Context: an optimization exercise on an open-source flow, tuned for small area, a short achievable clock period and few clock cycles per item. The choices shown serve that exercise and are no tape-out recipe.
No run shown here included a check of the RTL's function; only the layout flow was run.
Power figures rest on the tool's default switching activity, not on a simulated workload.

==> flow/design.v <==
module sqrt_mult_system (
    input clk_i,
    input rst_i,
    input start_i,
    input [7:0] a_bi,
    input [7:0] b_bi,
    output [15:0] result,
    output done
);
    wire [19:0] d;
    wire p000;
    wire p001;
    wire p002;
    wire p003;
    wire p004;
    wire p005;
    wire p006;
    wire p007;
    wire p008;
    wire p009;
    wire p010;
    wire p011;
    wire p012;
    wire p013;
    wire p014;
    wire p015;
    wire p016;
    wire p017;
    wire p018;
    wire p019;
    wire p020;
    wire p021;
    wire p022;
    wire p023;
    wire p024;
    wire p025;
    wire p026;
    wire p027;
    wire p028;
    wire p029;
    wire p030;
    wire p031;
    wire p032;
    wire p033;
    wire p034;
    wire p035;
    wire p036;
    wire p037;
    wire p038;
    wire p039;
    wire p040;
    wire p041;
    wire p042;
    wire p043;
    wire p044;
    wire p045;
    wire p046;
    wire p047;
    wire p048;
    wire p049;
    wire p050;
    wire p051;
    wire p052;
    wire p053;
    wire p054;
    wire p055;
    wire p056;
    wire p057;
    wire p058;
    wire p059;
    wire p060;
    wire p061;
    wire p062;
    wire p063;
    wire p064;
    wire p065;
    wire p066;
    wire p067;
    wire p068;
    wire p069;
    wire p070;
    wire p071;
    wire p072;
    wire p073;
    wire p074;
    wire p075;
    wire p076;
    wire p077;
    wire p078;
    wire p079;
    wire p080;
    wire p081;
    wire p082;
    wire p083;
    wire p084;
    wire p085;
    wire p086;
    wire p087;
    wire p088;
    wire p089;
    wire p090;
    wire p091;
    wire p092;
    wire p093;
    wire p094;
    wire p095;
    wire p096;
    wire p097;
    wire p098;
    wire p099;
    wire p100;
    wire p101;
    wire p102;
    wire p103;
    wire p104;
    wire p105;
    wire p106;
    wire p107;
    wire p108;
    wire p109;
    wire p110;
    wire p111;
    wire p112;
    wire p113;
    wire p114;
    wire p115;
    wire p116;
    wire p117;
    wire p118;
    wire p119;
    wire p120;
    wire p121;
    wire p122;
    wire p123;
    wire p124;
    wire p125;
    wire p126;
    wire p127;
    wire p128;
    wire p129;
    wire p130;
    wire p131;
    wire p132;
    wire p133;
    wire p134;
    wire p135;
    wire p136;
    wire p137;
    wire p138;
    wire p139;
    wire p140;
    wire p141;
    wire p142;
    wire p143;
    wire p144;
    wire p145;
    wire p146;
    wire p147;
    wire p148;
    wire p149;
    wire p150;
    wire p151;
    wire p152;
    wire p153;
    wire p154;
    wire p155;
    wire p156;
    wire p157;
    wire p158;
    wire p159;
    wire p160;
    wire p161;
    wire p162;
    wire p163;
    wire p164;
    wire p165;
    wire p166;
    wire p167;
    wire p168;
    wire p169;
    wire p170;
    wire p171;
    wire p172;
    wire p173;
    wire p174;
    wire p175;
    wire p176;
    wire p177;
    wire p178;
    wire p179;
    wire p180;
    wire p181;
    wire p182;
    wire p183;
    wire p184;
    wire p185;
    wire p186;
    wire p187;
    wire p188;
    wire p189;
    wire p190;
    wire p191;
    wire p192;
    wire p193;
    wire p194;
    wire p195;
    wire p196;
    wire p197;
    wire p198;
    wire p199;
    wire p200;
    wire p201;
    wire p202;
    wire p203;
    wire p204;
    wire p205;
    wire p206;
    wire p207;
    wire p208;
    wire p209;
    wire p210;
    wire p211;
    wire p212;
    wire p213;
    wire p214;
    wire p215;
    wire p216;
    wire p217;
    wire p218;
    wire p219;
    wire p220;
    wire p221;
    wire p222;
    wire p223;
    wire p224;
    wire p225;
    wire p226;
    wire p227;
    wire p228;
    wire p229;
    wire p230;
    wire p231;
    wire p232;
    wire p233;
    wire p234;
    wire p235;
    wire p236;
    wire p237;
    wire p238;
    wire p239;
    wire p240;
    wire p241;
    wire p242;
    wire p243;
    wire p244;
    wire p245;
    wire p246;
    wire p247;
    wire p248;
    wire p249;
    wire p250;
    wire p251;
    wire p252;
    wire p253;
    wire p254;
    wire p255;
    wire p256;
    wire p257;
    wire p258;
    wire p259;
    wire p260;
    wire p261;
    wire p262;
    wire p263;
    wire p264;
    wire p265;
    wire p266;
    wire p267;
    wire p268;
    wire p269;
    wire p270;
    wire p271;
    wire p272;
    wire p273;
    wire p274;
    wire p275;
    wire p276;
    wire p277;
    wire p278;
    wire p279;
    wire p280;
    wire p281;
    wire p282;
    wire p283;
    wire p284;
    wire p285;
    wire p286;
    wire p287;
    wire p288;
    wire p289;
    wire p290;
    wire p291;
    wire p292;
    wire p293;
    wire p294;
    wire p295;
    wire p296;
    wire hv6;
    wire hv5;
    wire hv4;
    wire hv3;
    wire hv2;
    wire hv1;
    wire lv9;
    wire lv8;
    wire lv7;
    wire lv6;
    wire lv5;
    wire lv4;
    wire lv3;
    wire lv1;
    wire lv0;
    wire hv7;
    wire hv9;
    wire hv8;
    wire fl_g0;
    wire fl_p0;
    assign p235 = ~b_bi[6];
    assign p236 = ~b_bi[7];
    assign p237 = p236 & p235;
    assign p238 = ~p237;
    assign p239 = ~b_bi[5];
    assign p240 = ~b_bi[4];
    assign p241 = p240 & p239;
    assign p242 = p241 & p235;
    assign p243 = ~p242;
    assign p244 = p243 & b_bi[7];
    assign p245 = ~p244;
    assign p246 = p245 & p238;
    assign p247 = p246 & a_bi[5];
    assign p248 = ~p247;
    assign p249 = ~p241;
    assign p250 = p249 & p237;
    assign p251 = p250 & a_bi[6];
    assign p252 = ~p251;
    assign p253 = p252 & p248;
    assign p254 = ~a_bi[4];
    assign p255 = ~a_bi[2];
    assign p256 = a_bi[0] & a_bi[1];
    assign p257 = ~p256;
    assign p258 = p257 & p255;
    assign p259 = ~p258;
    assign p260 = p259 & a_bi[3];
    assign p261 = ~p260;
    assign p262 = p261 & p254;
    assign p263 = ~p262;
    assign p264 = p263 & a_bi[5];
    assign p265 = ~p264;
    assign p266 = ~a_bi[5];
    assign p267 = ~a_bi[3];
    assign p268 = a_bi[1] & a_bi[2];
    assign p269 = ~p268;
    assign p270 = p269 & p267;
    assign p271 = ~p270;
    assign p272 = p271 & a_bi[4];
    assign p273 = ~p272;
    assign p274 = p273 & p266;
    assign p275 = ~p274;
    assign p276 = p275 & p265;
    assign p277 = p276 & a_bi[6];
    assign p278 = ~p277;
    assign p279 = ~a_bi[6];
    assign p280 = ~p276;
    assign p281 = p280 & p279;
    assign p282 = ~p281;
    assign p283 = p282 & p278;
    assign p284 = p283 & p244;
    assign p285 = ~p284;
    assign p286 = p285 & p253;
    assign hv6 = ~p286;
    assign p287 = p246 & a_bi[4];
    assign p288 = ~p287;
    assign p289 = p250 & a_bi[5];
    assign p290 = ~p289;
    assign p291 = p290 & p288;
    assign p292 = p273 & p263;
    assign p293 = p292 & a_bi[5];
    assign p294 = ~p293;
    assign p295 = ~p292;
    assign p296 = p295 & p266;
    assign p000 = ~p296;
    assign p001 = p000 & p294;
    assign p002 = p001 & p244;
    assign p003 = ~p002;
    assign p004 = p003 & p291;
    assign hv5 = ~p004;
    assign p005 = p246 & a_bi[3];
    assign p006 = ~p005;
    assign p007 = p250 & a_bi[4];
    assign p008 = ~p007;
    assign p009 = p008 & p006;
    assign p010 = p271 & p261;
    assign p011 = p010 & a_bi[4];
    assign p012 = ~p011;
    assign p013 = ~p010;
    assign p014 = p013 & p254;
    assign p015 = ~p014;
    assign p016 = p015 & p012;
    assign p017 = p016 & p244;
    assign p018 = ~p017;
    assign p019 = p018 & p009;
    assign hv4 = ~p019;
    assign p020 = p246 & a_bi[2];
    assign p021 = ~p020;
    assign p022 = p250 & a_bi[3];
    assign p023 = ~p022;
    assign p024 = p023 & p021;
    assign p025 = p269 & p259;
    assign p026 = p025 & a_bi[3];
    assign p027 = ~p026;
    assign p028 = ~p025;
    assign p029 = p028 & p267;
    assign p030 = ~p029;
    assign p031 = p030 & p027;
    assign p032 = p031 & p244;
    assign p033 = ~p032;
    assign p034 = p033 & p024;
    assign hv3 = ~p034;
    assign p035 = ~p250;
    assign p036 = p035 & p245;
    assign p037 = ~p036;
    assign p038 = p037 & a_bi[2];
    assign p039 = p037 & a_bi[0];
    assign p040 = ~p039;
    assign p041 = p238 & a_bi[1];
    assign p042 = p041 & p040;
    assign p043 = ~p042;
    assign p044 = p043 & p038;
    assign p045 = ~p044;
    assign p046 = ~p038;
    assign p047 = p042 & p046;
    assign p048 = ~p047;
    assign p049 = p048 & p045;
    assign hv2 = ~p049;
    assign p050 = p238 & a_bi[0];
    assign p051 = p037 & a_bi[1];
    assign p052 = ~p051;
    assign p053 = p052 & p050;
    assign p054 = ~p053;
    assign p055 = ~p050;
    assign p056 = p051 & p055;
    assign p057 = ~p056;
    assign p058 = p057 & p054;
    assign hv1 = ~p058;
    assign p059 = p237 & b_bi[4];
    assign p060 = ~p059;
    assign p061 = b_bi[7] & b_bi[6];
    assign p062 = ~p061;
    assign p063 = p062 & p060;
    assign p064 = ~p063;
    assign p065 = ~b_bi[1];
    assign p066 = ~b_bi[2];
    assign p067 = p066 & p065;
    assign p068 = ~b_bi[0];
    assign p069 = ~b_bi[3];
    assign p070 = p069 & p068;
    assign p071 = p070 & p067;
    assign p072 = ~p071;
    assign p073 = p072 & b_bi[5];
    assign p074 = p073 & p064;
    assign p075 = ~p074;
    assign p076 = p068 & p236;
    assign p077 = p076 & p067;
    assign p078 = ~p077;
    assign p079 = p069 & p236;
    assign p080 = ~p079;
    assign p081 = p080 & p078;
    assign p082 = b_bi[4] & b_bi[6];
    assign p083 = ~p082;
    assign p084 = p083 & p249;
    assign p085 = ~p084;
    assign p086 = p239 & b_bi[6];
    assign p087 = ~p086;
    assign p088 = p087 & p085;
    assign p089 = p088 & p081;
    assign p090 = ~p089;
    assign p091 = p090 & p075;
    assign p092 = ~p091;
    assign p093 = p265 & p279;
    assign p094 = ~p093;
    assign p095 = p094 & a_bi[7];
    assign lv9 = p095 & p092;
    assign p096 = ~lv9;
    assign p097 = p087 & b_bi[7];
    assign p098 = ~p097;
    assign p099 = p069 & p240;
    assign p100 = p099 & p066;
    assign p101 = p100 & p098;
    assign p102 = ~p101;
    assign p103 = b_bi[5] & p236;
    assign p104 = ~p103;
    assign p105 = p104 & p062;
    assign p106 = p105 & p243;
    assign p107 = ~p106;
    assign p108 = p107 & p102;
    assign p109 = ~a_bi[7];
    assign p110 = p275 & a_bi[6];
    assign p111 = p110 & p092;
    assign p112 = ~p111;
    assign p113 = p112 & p109;
    assign p114 = ~p113;
    assign p115 = p114 & p108;
    assign lv8 = p115 & p096;
    assign p116 = p108 & p091;
    assign p117 = p116 & a_bi[6];
    assign p118 = ~p117;
    assign p119 = ~p108;
    assign p120 = p086 & p236;
    assign p121 = p120 & p240;
    assign p122 = ~p121;
    assign p123 = p067 & p068;
    assign p124 = ~p123;
    assign p125 = p124 & b_bi[3];
    assign p126 = ~p125;
    assign p127 = p097 & p240;
    assign p128 = p127 & p126;
    assign p129 = ~p128;
    assign p130 = p129 & p122;
    assign p131 = p062 & p239;
    assign p132 = p072 & p236;
    assign p133 = ~p132;
    assign p134 = p133 & p131;
    assign p135 = ~p134;
    assign p136 = p126 & p059;
    assign p137 = ~p136;
    assign p138 = p137 & p135;
    assign p139 = p138 & p130;
    assign p140 = p139 & p119;
    assign p141 = p140 & a_bi[7];
    assign p142 = ~p141;
    assign p143 = p142 & p118;
    assign p144 = ~p110;
    assign p145 = p144 & p094;
    assign p146 = ~p145;
    assign p147 = p146 & a_bi[7];
    assign p148 = ~p147;
    assign p149 = p145 & p109;
    assign p150 = ~p149;
    assign p151 = p150 & p148;
    assign p152 = ~p151;
    assign p153 = p152 & p092;
    assign p154 = ~p153;
    assign p155 = p154 & p143;
    assign lv7 = ~p155;
    assign p156 = p116 & a_bi[5];
    assign p157 = ~p156;
    assign p158 = p140 & a_bi[6];
    assign p159 = ~p158;
    assign p160 = p159 & p157;
    assign p161 = p092 & p283;
    assign p162 = ~p161;
    assign p163 = p162 & p160;
    assign lv6 = ~p163;
    assign p164 = p116 & a_bi[4];
    assign p165 = ~p164;
    assign p166 = p092 & p001;
    assign p167 = ~p166;
    assign p168 = p167 & p165;
    assign p169 = p140 & a_bi[5];
    assign p170 = ~p169;
    assign p171 = p170 & p168;
    assign lv5 = ~p171;
    assign p172 = p140 & a_bi[4];
    assign p173 = ~p172;
    assign p174 = p092 & p016;
    assign p175 = ~p174;
    assign p176 = p175 & p173;
    assign p177 = p116 & a_bi[3];
    assign p178 = ~p177;
    assign p179 = p178 & p176;
    assign lv4 = ~p179;
    assign p180 = p140 & a_bi[3];
    assign p181 = ~p180;
    assign p182 = p092 & p031;
    assign p183 = ~p182;
    assign p184 = p183 & p181;
    assign p185 = p116 & a_bi[2];
    assign p186 = ~p185;
    assign p187 = p186 & p184;
    assign lv3 = ~p187;
    assign p188 = p108 & a_bi[0];
    assign p189 = ~p140;
    assign p190 = p189 & p091;
    assign p191 = ~p190;
    assign p192 = p191 & a_bi[1];
    assign p193 = ~p192;
    assign p194 = p193 & p188;
    assign p195 = ~p194;
    assign p196 = ~p188;
    assign p197 = p192 & p196;
    assign p198 = ~p197;
    assign p199 = p198 & p195;
    assign lv1 = ~p199;
    assign lv0 = p191 & a_bi[0];
    assign p200 = p246 & a_bi[6];
    assign p201 = ~p200;
    assign p202 = p250 & a_bi[7];
    assign p203 = ~p202;
    assign p204 = p203 & p201;
    assign p205 = p152 & p244;
    assign p206 = ~p205;
    assign p207 = p206 & p204;
    assign hv7 = ~p207;
    assign hv9 = p095 & p244;
    assign p208 = ~hv9;
    assign p209 = p110 & p244;
    assign p210 = ~p209;
    assign p211 = p238 & a_bi[7];
    assign p212 = ~p211;
    assign p213 = p212 & p210;
    assign p214 = ~p213;
    assign hv8 = p214 & p208;
    assign p215 = p108 & a_bi[1];
    assign p216 = p215 & p091;
    assign p217 = ~p216;
    assign p218 = p217 & p091;
    assign p219 = p218 & p189;
    assign p220 = ~p219;
    assign p221 = p217 & p255;
    assign p222 = ~p221;
    assign p223 = p222 & p220;
    assign fl_g0 = p223 & p039;
    assign p224 = ~p223;
    assign p225 = p196 & p092;
    assign p226 = p225 & a_bi[1];
    assign p227 = ~p226;
    assign p228 = p227 & p040;
    assign p229 = ~p228;
    assign p230 = p229 & p224;
    assign p231 = ~p230;
    assign p232 = p228 & p223;
    assign p233 = ~p232;
    assign p234 = p233 & p231;
    assign fl_p0 = ~p234;
    assign d = { hv9, hv8, hv7, hv6, hv5, hv4, hv3, hv2, hv1, lv9, lv8, lv7, lv6, lv5, lv4, lv3, fl_g0, fl_p0, lv1, lv0 };
    reg        done_r;
    reg [2:0] res_lo;
    reg        cy_r;
    reg [6:0] up_lo;
    reg [8:0] up_hi;
    always @(posedge clk_i) begin
        done_r <= start_i & ~rst_i;
        {up_hi, up_lo, cy_r, res_lo} <= d;
    end
    wire [8:0] u;
    wire q000;
    wire q001;
    wire q002;
    wire q003;
    wire q004;
    wire q005;
    wire q006;
    wire q007;
    wire q008;
    wire q009;
    wire q010;
    wire q011;
    wire q012;
    wire q013;
    wire q014;
    wire q015;
    wire q016;
    wire q017;
    wire q018;
    wire q019;
    wire q020;
    wire q021;
    wire q022;
    wire q023;
    wire q024;
    wire q025;
    wire q026;
    wire q027;
    wire q028;
    wire q029;
    wire q030;
    wire q031;
    wire q032;
    wire q033;
    wire q034;
    wire q035;
    wire q036;
    wire q037;
    wire q038;
    wire q039;
    wire q040;
    wire q041;
    wire q042;
    wire q043;
    wire q044;
    wire q045;
    wire q046;
    wire q047;
    wire q048;
    wire q049;
    wire q050;
    wire q051;
    wire q052;
    wire q053;
    wire q054;
    wire q055;
    wire q056;
    wire q057;
    wire q058;
    wire q059;
    wire q060;
    wire q061;
    wire q062;
    wire q063;
    wire q064;
    wire q065;
    wire q066;
    wire q067;
    wire q068;
    wire q069;
    wire q070;
    wire q071;
    wire q072;
    wire q073;
    wire q074;
    wire q075;
    wire q076;
    wire q077;
    wire q078;
    wire q079;
    wire q080;
    wire q081;
    wire q082;
    wire q083;
    wire q084;
    wire q085;
    wire q086;
    wire q087;
    wire q088;
    wire q089;
    wire q090;
    wire q091;
    wire q092;
    wire q093;
    wire q094;
    wire q095;
    wire q096;
    wire q097;
    wire q098;
    wire q099;
    wire q100;
    wire q101;
    wire q102;
    wire q103;
    wire q104;
    wire q105;
    wire q106;
    wire q107;
    wire q108;
    wire q109;
    wire q110;
    wire q111;
    wire q112;
    wire q113;
    wire q114;
    wire q115;
    wire q116;
    wire q117;
    wire q118;
    wire q119;
    wire q120;
    wire q121;
    wire q122;
    wire q123;
    wire q124;
    wire q125;
    wire q126;
    wire q127;
    wire q128;
    wire q129;
    wire q130;
    wire q131;
    wire q132;
    wire q133;
    wire q134;
    wire q135;
    wire q136;
    wire q137;
    wire q138;
    wire q139;
    wire q140;
    wire q141;
    wire q142;
    wire q143;
    wire q144;
    wire q145;
    wire q146;
    wire q147;
    wire q148;
    wire q149;
    wire q150;
    wire q151;
    wire q152;
    wire q153;
    wire q154;
    wire q155;
    wire q156;
    wire q157;
    wire q158;
    wire q159;
    wire q160;
    wire q161;
    wire q162;
    wire q163;
    wire q164;
    wire q165;
    wire q166;
    wire q167;
    wire q168;
    wire q169;
    wire q170;
    wire q171;
    wire q172;
    wire q173;
    wire q174;
    wire q175;
    wire q176;
    wire q177;
    wire q178;
    wire q179;
    wire q180;
    wire q181;
    wire q182;
    wire fu_x0;
    wire fu_x1;
    wire fu_x2;
    wire fu_x3;
    wire fu_x4;
    wire fu_x5;
    wire fu_x6;
    wire fu_x7;
    wire fu_x8;
    assign q113 = ~cy_r;
    assign q114 = q113 & up_lo[0];
    assign q115 = ~q114;
    assign q116 = ~up_lo[0];
    assign q117 = cy_r & q116;
    assign q118 = ~q117;
    assign q119 = q118 & q115;
    assign q120 = ~q119;
    assign q121 = q120 & up_hi[0];
    assign q122 = ~q121;
    assign q123 = ~up_hi[0];
    assign q124 = q119 & q123;
    assign q125 = ~q124;
    assign fu_x0 = q125 & q122;
    assign q126 = cy_r & up_lo[0];
    assign q127 = ~q126;
    assign q128 = q113 & q116;
    assign q129 = ~q128;
    assign q130 = q129 & up_hi[0];
    assign q131 = ~q130;
    assign q132 = q131 & q127;
    assign q133 = ~q132;
    assign q134 = ~up_hi[1];
    assign q135 = ~up_lo[1];
    assign q136 = q135 & q134;
    assign q137 = ~q136;
    assign q138 = up_lo[1] & up_hi[1];
    assign q139 = ~q138;
    assign q140 = q139 & q137;
    assign q141 = q140 & q133;
    assign q142 = ~q141;
    assign q143 = ~q140;
    assign q144 = q143 & q132;
    assign q145 = ~q144;
    assign fu_x1 = q145 & q142;
    assign q146 = q139 & q127;
    assign q147 = q146 & q131;
    assign q148 = ~q147;
    assign q149 = q148 & q137;
    assign q150 = ~up_hi[2];
    assign q151 = ~up_lo[2];
    assign q152 = q151 & q150;
    assign q153 = ~q152;
    assign q154 = up_lo[2] & up_hi[2];
    assign q155 = ~q154;
    assign q156 = q155 & q153;
    assign q157 = q156 & q149;
    assign q158 = ~q157;
    assign q159 = ~q149;
    assign q160 = ~q156;
    assign q161 = q160 & q159;
    assign q162 = ~q161;
    assign fu_x2 = q162 & q158;
    assign q163 = q156 & q140;
    assign q164 = q163 & q133;
    assign q165 = ~q164;
    assign q166 = q153 & q138;
    assign q167 = ~q166;
    assign q168 = q167 & q155;
    assign q169 = q168 & q165;
    assign q170 = ~up_hi[3];
    assign q171 = ~up_lo[3];
    assign q172 = q171 & q170;
    assign q173 = ~q172;
    assign q174 = up_lo[3] & up_hi[3];
    assign q175 = ~q174;
    assign q176 = q175 & q173;
    assign q177 = q176 & q169;
    assign q178 = ~q177;
    assign q179 = ~q169;
    assign q180 = ~q176;
    assign q181 = q180 & q179;
    assign q182 = ~q181;
    assign q000 = q182 & q178;
    assign fu_x3 = ~q000;
    assign q001 = ~up_hi[4];
    assign q002 = ~up_lo[4];
    assign q003 = q002 & q001;
    assign q004 = ~q003;
    assign q005 = up_lo[4] & up_hi[4];
    assign q006 = ~q005;
    assign q007 = q006 & q004;
    assign q008 = ~q007;
    assign q009 = q175 & q168;
    assign q010 = q009 & q165;
    assign q011 = ~q010;
    assign q012 = q011 & q173;
    assign q013 = ~q012;
    assign q014 = q013 & q008;
    assign q015 = ~q014;
    assign q016 = q012 & q007;
    assign q017 = ~q016;
    assign fu_x4 = q017 & q015;
    assign q018 = ~up_hi[5];
    assign q019 = ~up_lo[5];
    assign q020 = q019 & q018;
    assign q021 = ~q020;
    assign q022 = up_lo[5] & up_hi[5];
    assign q023 = ~q022;
    assign q024 = q023 & q021;
    assign q025 = ~q024;
    assign q026 = q006 & q175;
    assign q027 = ~q026;
    assign q028 = q027 & q004;
    assign q029 = ~q028;
    assign q030 = q007 & q176;
    assign q031 = ~q030;
    assign q032 = q031 & q029;
    assign q033 = ~q032;
    assign q034 = q029 & q168;
    assign q035 = q034 & q165;
    assign q036 = ~q035;
    assign q037 = q036 & q033;
    assign q038 = q037 & q025;
    assign q039 = ~q038;
    assign q040 = ~q037;
    assign q041 = q040 & q024;
    assign q042 = ~q041;
    assign q043 = q042 & q039;
    assign fu_x5 = ~q043;
    assign q044 = ~up_hi[6];
    assign q045 = ~up_lo[6];
    assign q046 = q045 & q044;
    assign q047 = ~q046;
    assign q048 = up_lo[6] & up_hi[6];
    assign q049 = ~q048;
    assign q050 = q049 & q047;
    assign q051 = ~q050;
    assign q052 = q024 & q007;
    assign q053 = q176 & q156;
    assign q054 = q053 & q052;
    assign q055 = q054 & q149;
    assign q056 = ~q055;
    assign q057 = q023 & q006;
    assign q058 = ~q057;
    assign q059 = q058 & q021;
    assign q060 = ~q059;
    assign q061 = q173 & q154;
    assign q062 = ~q061;
    assign q063 = q062 & q175;
    assign q064 = ~q063;
    assign q065 = q064 & q052;
    assign q066 = ~q065;
    assign q067 = q066 & q060;
    assign q068 = q067 & q056;
    assign q069 = ~q068;
    assign q070 = q069 & q051;
    assign q071 = ~q070;
    assign q072 = q068 & q050;
    assign q073 = ~q072;
    assign q074 = q073 & q071;
    assign fu_x6 = ~q074;
    assign q075 = q050 & q176;
    assign q076 = q075 & q052;
    assign q077 = q076 & q179;
    assign q078 = ~q077;
    assign q079 = ~up_hi[7];
    assign q080 = q050 & q022;
    assign q081 = ~q080;
    assign q082 = q081 & q049;
    assign q083 = q050 & q024;
    assign q084 = q083 & q028;
    assign q085 = ~q084;
    assign q086 = q085 & q082;
    assign q087 = q086 & q079;
    assign q088 = q087 & q078;
    assign q089 = ~q088;
    assign q090 = q173 & up_hi[7];
    assign q091 = q090 & q050;
    assign q092 = q091 & q052;
    assign q093 = q092 & q011;
    assign q094 = ~q093;
    assign q095 = q050 & up_hi[7];
    assign q096 = q095 & q059;
    assign q097 = ~q096;
    assign q098 = q048 & up_hi[7];
    assign q099 = ~q098;
    assign q100 = q099 & q097;
    assign q101 = q100 & q094;
    assign fu_x7 = q101 & q089;
    assign q102 = ~q100;
    assign q103 = q102 & up_hi[8];
    assign q104 = ~q103;
    assign q105 = q092 & up_hi[8];
    assign q106 = q105 & q011;
    assign q107 = ~q106;
    assign q108 = q107 & q104;
    assign q109 = ~up_hi[8];
    assign q110 = q100 & q109;
    assign q111 = q110 & q094;
    assign q112 = ~q111;
    assign fu_x8 = q112 & q108;
    assign u = { fu_x8, fu_x7, fu_x6, fu_x5, fu_x4, fu_x3, fu_x2, fu_x1, fu_x0 };
    assign result = {4'b0, u, res_lo};
    assign done   = done_r;
endmodule
==> flow/flow/run.sh <==
#!/bin/bash
# Layout flow: the standard ORFS flow, with two changes.
#  1. Synthesis is ORFS's own script (with the standard flow's -nofsm -noshare wrapper,
#     flatten and renaming, as in synth_recipe.tcl), but ABC maps with the
#     script in flow/abc.script and full/half adder extraction can be skipped.
#  2. The port buffers inserted during placement are buf cells instead of
#     the slow clkdlybuf cells that buffer_ports picks by default.
# Settings come from flow/params.sh. Each tool's output goes to its own log.
set -euo pipefail
HERE=$(pwd)
source "$HERE/flow/params.sh"
export MY_ABC_SCRIPT="$HERE/flow/abc.script"
export MY_NOFA
export BUFFER_PORTS_ARGS="-buffer_cell $PORT_BUFFER"
sed "s#SYNTH_SCRIPT=[^ ]*#SYNTH_SCRIPT=$HERE/flow/synth.tcl#" standard.sh > my_standard.sh
bash my_standard.sh finish > flow_make.log 2>&1
==> flow/flow/abc.script <==
strash
dch
map -D 1000
topo
stime -c
==> flow/flow/params.sh <==
MY_NOFA=1
PORT_BUFFER=sky130_fd_sc_hd__buf_1
==> flow/flow/synth.tcl <==
# synth_recipe.tcl with two hooks: abc runs flow/abc.script (MY_ABC_SCRIPT),
# and extract_fa is skipped when MY_NOFA is 1.
proc synth {args} { yosys synth -nofsm -noshare {*}$args }
proc abc {args} {
  set out {}
  set skip 0
  foreach a $args {
    if {$skip} { set skip 0; continue }
    if {$a eq "-script" || $a eq "-D"} { set skip 1; continue }
    lappend out $a
  }
  lappend out -script $::env(MY_ABC_SCRIPT)
  yosys abc {*}$out
}
if {$::env(MY_NOFA)} { proc extract_fa {args} {} }
source $::env(SCRIPTS_DIR)/synth.tcl
# left out here: clear keep_hierarchy, flatten, clean up, hide names made inside functions, write 1_2_yosys.v
==> flow/standard.sh <==
#!/bin/bash
# synth_recipe.tcl (not shown) runs the flow's synth.tcl, then flattens the netlist and writes it again
# the make line also repeats each setting of config.mk as NAME=value (left out here)
make -C /OpenROAD-flow-scripts/flow DESIGN_CONFIG=/design/flow/config.mk WORK_HOME=/design/flow/orfs CLKGATE_MAP_FILE= SYNTH_SCRIPT=/design/flow/synth_recipe.tcl "${@:-finish}"
==> flow/config.mk <==
export PLATFORM = sky130hd
export DESIGN_NAME = sqrt_mult_system
export DESIGN_NICKNAME = sqrt_mult_system
export VERILOG_FILES = /design/flow/design.v
export SDC_FILE = /design/flow/constraint.sdc
export NUM_CORES = 4
export LEC_CHECK = 0
export CAP_MARGIN = 20
export CORE_MARGIN = 2
export CORE_UTILIZATION = 40
export SETUP_SLACK_MARGIN = 2.0
export SLEW_MARGIN = 20
==> flow/constraint.sdc <==
create_clock -name core_clock -period 5.0 [get_ports {clk_i}]
set_input_delay 1.0000 -clock core_clock [delete_from_list [all_inputs] [get_ports {clk_i}]]
set_output_delay 1.0000 -clock core_clock [all_outputs]
set_load 0.01 [all_outputs]
==> results.txt, run 1 <==
Synthesis:
- Counting flops with an async set or reset pin after synthesis yields a share of 0.
- The synthesized-area fraction occupied by and/or/nand/nor cells is 0.272.
- The share of the Yosys chip area taken by registers is 0.301.
- The combinational family with the most area after synthesis is simple AND/OR/NAND/NOR gates.
- The count of flip-flops with a built-in enable after synthesis is 0.
- The synthesis warning total is 1.
- The summed instance area of the synthesized netlist is 0.00140 mm^2.
- In the synthesized netlist, the cells that appear most often are 43 x nand2_1, 26 x nor2_1, 22 x clkinv_1.
- After synthesis, the share of cell area in mux cells is 0.
- The post-synthesis sequential element count is 21.
- In this run, distinct cell masters in the synthesized netlist total 21.
- Synthesis produced about 210 cells.
- The most used flip-flop cell after synthesis is dfxtp_1.
- The share of the synthesized netlist area taken by xor and xnor gates is 0.100.
- The adder-cell area share of the yosys netlist is 0.
- The post-synthesis compound-gate area fraction came to 0.196.
- The average size of a mapped cell is 6.76 um^2.
- The largest area contributor in the synthesized netlist is dfxtp_1.
- Yosys attributes the largest share of cell area to dfxtp_1 30%, nand2_1 12%, buf_4 7.0%.
- The top cell type's share of synthesized area is 0.301.
- The cell with the most instances after synthesis is nand2_1.

Drt:
- The total number of vias is 1344.
- After the first detailed-routing iteration, the DRC count stood at 37.
- In this run the remaining antenna-violating nets after routing total 0.
- The post-route DRC violation count is 0.
- The wire length after detailed routing is 2830 um.
- Dividing the detail-routed via count by the number of cells gives 4.78.
- The number of optimization iterations in the first detailed-route pass is 4.
- After detailed routing, the average wire length per cell comes to 10.1 um.

Worst setup path:
- The category of the most critical setup path is reg -> out.
- The kind of start point of the critical path is a flip-flop.
- STA classifies the critical path endpoint as a primary output.
- The data arrival time of the critical path is approximately 1800 ps.
- The data required time at the worst endpoint is 4000 ps.
- Of all nets on the critical path, the largest fanout is 4.

Power:
- Of the total power, the share spent switching nets is 0.376.
- In this run the power spent charging and discharging nets is 182 uW.
- The share of total power dissipated in the clock network is 0.167.
- The portion of total power attributed to combinational logic is 0.420.
- VDD sags by at most 0.103 mV.
- The design draws 483 uW.
- Of the total power, registers draw 0.413.
- The total power per unit cell area is roughly 310 mW/mm^2.
- The static leakage is 0.643 nW.
- The internal power of the cells is 302 uW.

Finish:
- The area overhead of the layout relative to synthesis is 12.2%.
- The core occupancy in the finished layout is 0.470.
- After the last flow step, the layout net total stands at ~260.
- The ratio of cells with drive above 1 in the final layout is 0.111.
- The repair_antennas step left the layout with diodes totalling 0.

Timing:
- Setup total negative slack on the finished layout was measured at 0 ps.
- The worst path meets setup with 2170 ps of slack.
- The max-slew violation count is 0.
- For the finished layout, the period the worst path requires is 2830 ps.
- Measured against its own limit, the worst slew margin works out to 0.385.
- The final count of negative-setup-slack endpoints is 0.
- Setup repair after global routing left no endpoint under its margin.
- In the finished design, the share of the clock period the worst path needs comes to 0.567.
- Static timing analysis puts the maximum clock frequency at 353 MHz.
- The actual transition at the worst max-transition pin is 913 ps.
- The number of endpoints with negative hold slack in the final report came to 0.

Die:
- For this configuration, the core starts out at a cell density of 0.419.
- The boundary pin count is 36.
- The die is around 63 um wide.
- The die area is 0.00399 mm^2.
- The floorplan step defined a core boundary enclosing 0.00334 mm^2.
- The initialized floorplan defines 21 standard-cell rows.
- The die is 63.1 um tall.

CTS:
- The clock passes through at most 2 buffers.
- Clock tree synthesis selected as its root buffer the cell clkbuf_4.
- The hold-fix buffer count after cts is 0.
- The total clock buffers created by CTS is 3.
- Clock-pin slew was measured on the worst setup and hold paths at 120 ps.
- TritonCTS built the clock tree.
- In this run the number of H-tree levels came out at 1.
- Counting every sink on the clock net gives 21.

Placement:
- The setup slack after placement is 2240 ps.
- Detailed placement ended at an HPWL of 2250 um.
- At the end of routability-driven placement, the weighted congestion stood at 0.822.
- In this run the tool buffered the top-level ports with 31 buffer cells.

Global route:
- Summed over all layers, the global routing overflow is 0.
- The first global-routing pass estimated 4980 um of wire.
- The pin count of the biggest net entering global routing is 13.
- The initial antenna violation count is 0.
- The met3 usage in global routing is 0.0125.
- The layer with the highest usage after global routing is met2.
- The number of global-route vias before repair is 1222.
- The met2 capacity usage during global routing is 0.255.
- For this run, the total global-route usage over all layers was measured as 0.151.
- In the global route stage, met1 resource usage came out at 0.193.

Flow run:
- Max-cap violations in this run came to 0.

Run status:
- The flow ran to the end and the layout has no timing, DRC or antenna violations.

Min path:
- The path class of the tightest hold or removal check is in -> reg.
-- cells by family (layout without fill, tap and decap cells) --
group                  Yosys count  after routing
buffers and inverters           35             60
XOR/XNOR                        16             16
AND/OR/NAND/NOR                 89             89
flip-flops                      21             21
AO/OA/AOI/OAI                   45             45
other                            1              4
-- routing by layer --
layer / part of all wire / wire length (um)
met1: 0.48 / 1350
met5: 0 / 0
met4: 0.017 / 48
met2: 0.46 / 1320
met3: 0.040 / 114
-- path summary, 6_finish.rpt --
check | from | to | slack, ps | cells past startpoint
setup / recovery | up_lo[1]$_DFF_P_ | result[11] | 2170 | 9
hold / removal | rst_i | done_r$_DFF_P_ | 840 | 2
-- sequential cells by signal (all words and copies together), names as in the netlist --
signal,count
cy_r,1
res_lo,3
up_hi,9
up_lo,7
done_r,1
-- critical path: stages, from the launching register on --
cell,delay [ps]
dfxtp_1,330
nand2_1,70
inv_2,40
nor2_2,140
nand2_2,90
a21oi_4,200
nor2_2,60
o31ai_2,290
xor2_1,160
buf_2,140
-- power groups by stage --
stage	Sequential (mW)	Combinational, mW	Clock, mW
CTS	0.200	0.190	0.0829
detailed placement	0.203	0.186	0
finish	0.200	0.203	0.0807
floorplan	0.204	0.173	0
global route	0.202	0.227	0.0906
global placement	0.203	0.187	0
-- cell type report --
type / instances / area (um^2)
Inverter: 22 / 82.6
Tap cell: 46 / 57.6
Clock buffer: 3 / 22.5
Multi-Input combinational cell: 154 / 840
Clock inverter: 1 / 5.00
Timing Repair Buffer: 34 / 140
Sequential cell: 21 / 422
Fill cell: 355 / 1770
-- what timing repair did --
action,4_1_cts,5_1_grt
resized for setup,2,11
setup buffers,0,3
endpoints found under the setup margin,3,4
pin swaps,0,5
-- metrics by stage --
stage	area [um^2]	hold slack (ps)	instances
6_report	1570	840	281
5_1_grt	1570	857	281
4_1_cts	1520	841	278
3_5_place_dp	1490	1160	274
3_3_place_gp	1490	1150	274
2_1_floorplan	1410	1070	210
-- cell usage in the layout (no fill, tap or decap), drive strengths merged --
| cell type | count |
|---|---|
| a21oi | 13 |
| a22oi | 6 |
| a31oi | 4 |
| and2 | 6 |
| buf | 34 |
| clkbuf | 3 |
| clkinv | 22 |
| conb | 4 |
| dfxtp | 21 |
| inv | 1 |
| nand2 | 43 |
| nand3 | 7 |
| nand3b | 1 |
| nor2 | 26 |
| nor3 | 3 |
| o211ai | 2 |
| o21a | 1 |
| o21ai | 13 |
| o221ai | 5 |
| o31ai | 1 |
| or2 | 3 |
| xnor2 | 6 |
| xor2 | 10 |
==> inputs of run 2 (changes only) <==
--- a/flow/config.mk
+++ b/flow/config.mk
@@ -10,3 +10,3 @@
 export CORE_UTILIZATION = 40
-export SETUP_SLACK_MARGIN = 2.0
+export SETUP_SLACK_MARGIN = 2.2
 export SLEW_MARGIN = 20
==> run 2 against run 1 <==
Net effect: largest cell class unchanged; worst setup slack improved by 37 ps; worst hold slack about the same; combinational power is 11% higher; flip-flop and latch count unchanged; synthesized area unchanged; clock power about the same; via count is 0.82% higher; highest routed layer unchanged; count of clock-buffer cells in the layout did not move.
==> results.txt, run 2 <==
Synthesis:
- The synthesis warning total was 1 (unchanged).
- The count of cell types in the netlist is 21 (unchanged).
- The main flop type after synthesis is dfxtp_1.
- The post-synthesis sequential element count is 21 (unchanged).
- The cell with the most instances after synthesis is nand2_1.
- The largest area contributor in the synthesized netlist is dfxtp_1.
- The count of flip-flops with a built-in enable after synthesis is 0 (unchanged).
- After synthesis, the cell types taking the most area are dfxtp_1 30%, nand2_1 12%, buf_4 7.0%.
- The top cell type's share of synthesized area is 0.301 (unchanged).
- The synthesized instance count was 207 (unchanged).
- The average size of a mapped cell is 6.76 um^2 (unchanged).
- The share of async-settable or async-resettable flops after synthesis is 0 (unchanged).
- The summed instance area of the synthesized netlist is 0.00140 mm^2 (unchanged).
- The fraction of the yosys area taken by sequential cells is 0.301 (unchanged).
- Sorting the synthesized cells by how often they occur yields 43 x nand2_1, 26 x nor2_1, 22 x clkinv_1.

Die:
- The initial cell density of the core is 0.419 (unchanged).
- The core area is 0.00334 mm^2 (unchanged).
- The die extent in x is 63.1 um (unchanged).
- The placement row count is 21 (unchanged).
- The boundary pin count is 36 (unchanged).
- The die extent in y is 63.1 um (unchanged).
- The die area came to 0.00399 mm^2 (unchanged).

CTS:
- The number of sinks on the clock net is 21 (unchanged).
- The level count of the clock H-tree came to 1 (unchanged).
- The total clock buffers created by CTS was 3 (unchanged).
- TritonCTS built the clock tree.
- The library cell used as clock root buffer is clkbuf_4.
- The maximum buffer depth of the clock tree was 2 (unchanged).
- The clock transition at the register clock pins on the worst setup and hold paths after CTS was 120 ps (about the same).

Finish:
- The most common cell after layout, fill and taps aside is nand2_1.
- The number of fillers in the final layout is 350 (-1.4%).
- The count of non-filler cells in the finished layout was 283 (+0.71%).
- The area overhead of the layout relative to synthesis is 16.7%.
- The ratio of cells with drive above 1 in the final layout is 0.156 (+0.0455).
- In the layout the commonest cells are 39 x nand2_1, 28 x buf_1, 23 x nor2_1.
- The core occupancy in the finished layout is 0.489 (+0.0191).
- The final-stage net count came to 257 (+0.78%).
- The number of flip-flops under the largest register name is 9 (unchanged).
- The count of inserted antenna diode cells is 0 (unchanged).

Global route:
- The number of global-route vias before repair is 1266 (+3.6%).
- The initial antenna violation count is 0 (unchanged).
- The first-pass GRT wire length was 5150 um (+3.5%).
- The pin count of the biggest net entering global routing came to 13 (unchanged).
- The overflow left after global routing is 0 (unchanged).
- The overall fraction of global-route tracks in use is 0.157 (+0.00566).

Drt:
- The wire length after detailed routing is 3010 um (+6.3%).
- The number of DRC markers in iteration 0 is 42 (+14%).
- The number of nets still failing antenna checks after routing is 0 (unchanged).
- The detail-routed via count per cell is 4.79 (+0.11%).
- The number of optimization iterations in the first detailed-route pass is 4 (unchanged).
- The total number of vias is 1355 (+0.82%).
- The post-route DRC violation count came to 0 (unchanged).
- The average detailed-routed wire length per instance is 10.6 um (+5.6%).

Power:
- The post-layout total power came to 508 uW (+5.2%).
- The static leakage is 0.664 nW (+3.3%).
- The worst ir drop on vdd is 0.105 mV (+1.6%).
- The total power per unit cell area was 311 mW/mm^2 (+1.1%).

Placement:
- The number of I/O port buffers is 31 (unchanged).
- The half-perimeter wire length after detailed placement is 2250 um (unchanged).
- The final RePlAce weighted congestion came to 0.822 (unchanged).
- The number of cells in the design after placement came to 274 (unchanged).

Worst setup path:
- The worst setup path is of the reg -> out kind.
- The endpoint kind of the worst setup timing path is a primary output.
- The data required time at the worst endpoint was 4000 ps (about the same).
- The data arrival time of the critical path is 1800 ps (-30 ps).
- The maximum fanout count along the critical path is 4 (unchanged).
- The kind of start point of the critical path is a flip-flop.

Timing:
- The shortest clock period the worst path allows after layout is 2800 ps (-36.7 ps).
- The fmax is 358 MHz (+1.3%).
- The minimum hold slack is 840 ps (-0.416 ps).
- The relative slew slack is 0.401 (+0.0157).
- The final total negative setup slack is 0 ps (unchanged).
- The final cycle utilization of the critical path is 0.559 (-0.00733).
- The max-slew violation count came to 0 (unchanged).
- The number of endpoints with negative hold slack in the final report was 0 (unchanged).
- The actual transition at the worst max-transition pin is 890 ps (-23.3 ps).
- The final count of negative-setup-slack endpoints came to 0 (unchanged).
- Setup repair after global routing could not meet its margin everywhere.

Run status:
- The run finished with no timing, DRC or antenna violations.

Min path:
- The endpoint with the worst hold slack is done_r$_DFF_P_.
- The worst hold path depth came to 2 (unchanged).
- The worst hold path belongs to the class in -> reg.
- The origin of the worst min-delay path is rst_i.

Flow run:
- The max-capacitance violation count was 0 (unchanged).
-- run 2: changes by cell type in the layout (fill, tap and decap cells not counted), sizes merged --
cell	delta
clkinv	+1
inv	-1
buf	+2
-- run 2: logic make-up (layout without fill, tap and decap cells) --
| group | Yosys count | count (layout) | share of synthesized area |
|---|---|---|---|
| buf+inv | 35 | 62 | 0.129 |
| other cells | 1 | 4 | 0.00268 |
| xor+xnor | 16 | 16 | 0.100 |
| compound gates | 45 | 45 | 0.196 |
| flops | 21 | 21 | 0.301 |
| simple gates | 89 | 89 | 0.272 |
-- run 2: metrics by stage --
step           area [um^2]  worst slack, ps
4_1_cts               1590             2150
2_1_floorplan         1410             2490
3_5_place_dp          1490             2240
5_1_grt               1630             2060
3_3_place_gp          1490             2250
6_report              1630             2200
-- run 2: area by class of cell --
class                      instances  area (um^2)  area share
sequential                        21          424       0.260
timing repair buffer              36          158      0.0966
clock buffer                       3         22.5      0.0138
multi-input combinational        154          882       0.540
clock inverter                     1         5.00     0.00307
tap                               46         57.6      0.0352
inverter                          22         83.8      0.0513
-- run 2: power breakdown --
| part | total, mW | switching (mW) | internal (mW) |
|---|---|---|---|
| Clock | 0.0809 | 0.0510 | 0.0299 |
| Sequential | 0.201 | 0.0103 | 0.191 |
| Combinational | 0.226 | 0.134 | 0.0924 |
| Total | 0.508 | 0.195 | 0.313 |
-- run 2: timing repair --
| item | in CTS | in global routing |
|---|---|---|
| pin swaps | 6 | 9 |
| endpoints found under the setup margin | 5 | 5 |
| hold endpoints to repair | 0 | 0 |
| hold buffers | 0 | 0 |
| gates resized for setup | 16 | 11 |
| setup buffers | 4 | 1 |
-- run 2: metal layers --
| metal | global-route usage | share of wire |
|---|---|---|
| met2 | 0.273 | 0.48 |
| met1 | 0.195 | 0.47 |
| met4 | 0.0722 | 0.016 |
| met5 | 0 | 0 |
| met3 | 0.0125 | 0.031 |
-- run 2: worst max-delay path by stage --
stage	depth (start not counted)	slack, ps	to	from
after floorplan	9	2490	result[9]	cy_r$_DFF_P_
after global placement	9	2250	result[11]	up_lo[1]$_DFF_P_
after detailed placement	9	2240	result[11]	up_lo[1]$_DFF_P_
after CTS	9	2150	result[11]	cy_r$_DFF_P_
after global routing	9	2060	result[10]	cy_r$_DFF_P_
final	9	2200	result[10]	up_lo[1]$_DFF_P_
-- run 2: worst max-delay path, cell delays in order, from the launching register on --
cell      delay [ps]
dfxtp_2          340
nand2_2           60
clkinv_2          70
nor2_4           100
nand2_2           80
a21oi_4          210
a31oi_4          120
nand3b_1         180
a31oi_1          170
buf_2            150

==> what the ideal ports hide <==
No port has a modelled driver above. Below, the same layouts with a new extraction and two added sets of constraints. Step 1 (the two cells are an assumption about what drives the block):
set clk [get_ports {clk_i}]
set_driving_cell -lib_cell sky130_fd_sc_hd__clkbuf_16 $clk
set_driving_cell -lib_cell sky130_fd_sc_hd__buf_2 [delete_from_list [all_inputs] $clk]
Step 2, shift: input delay + t, output delay - t, t = (earliest + latest rising clock arrival at the registers) / 2. This alone moves slack from input paths to output paths. Slacks: ideal ports / drivers / drivers and shift; pairs: ideal ports / drivers.
run | shift t [ns] | slack for setup (ns) | pins driven straight from the clock port
run 1 | 0.327 | 2.166 / 2.144 / 2.295 | 1
run 2 | 0.328 | 2.203 / 2.180 / 2.304 | 1
After both steps setup and hold are still met in every run listed.
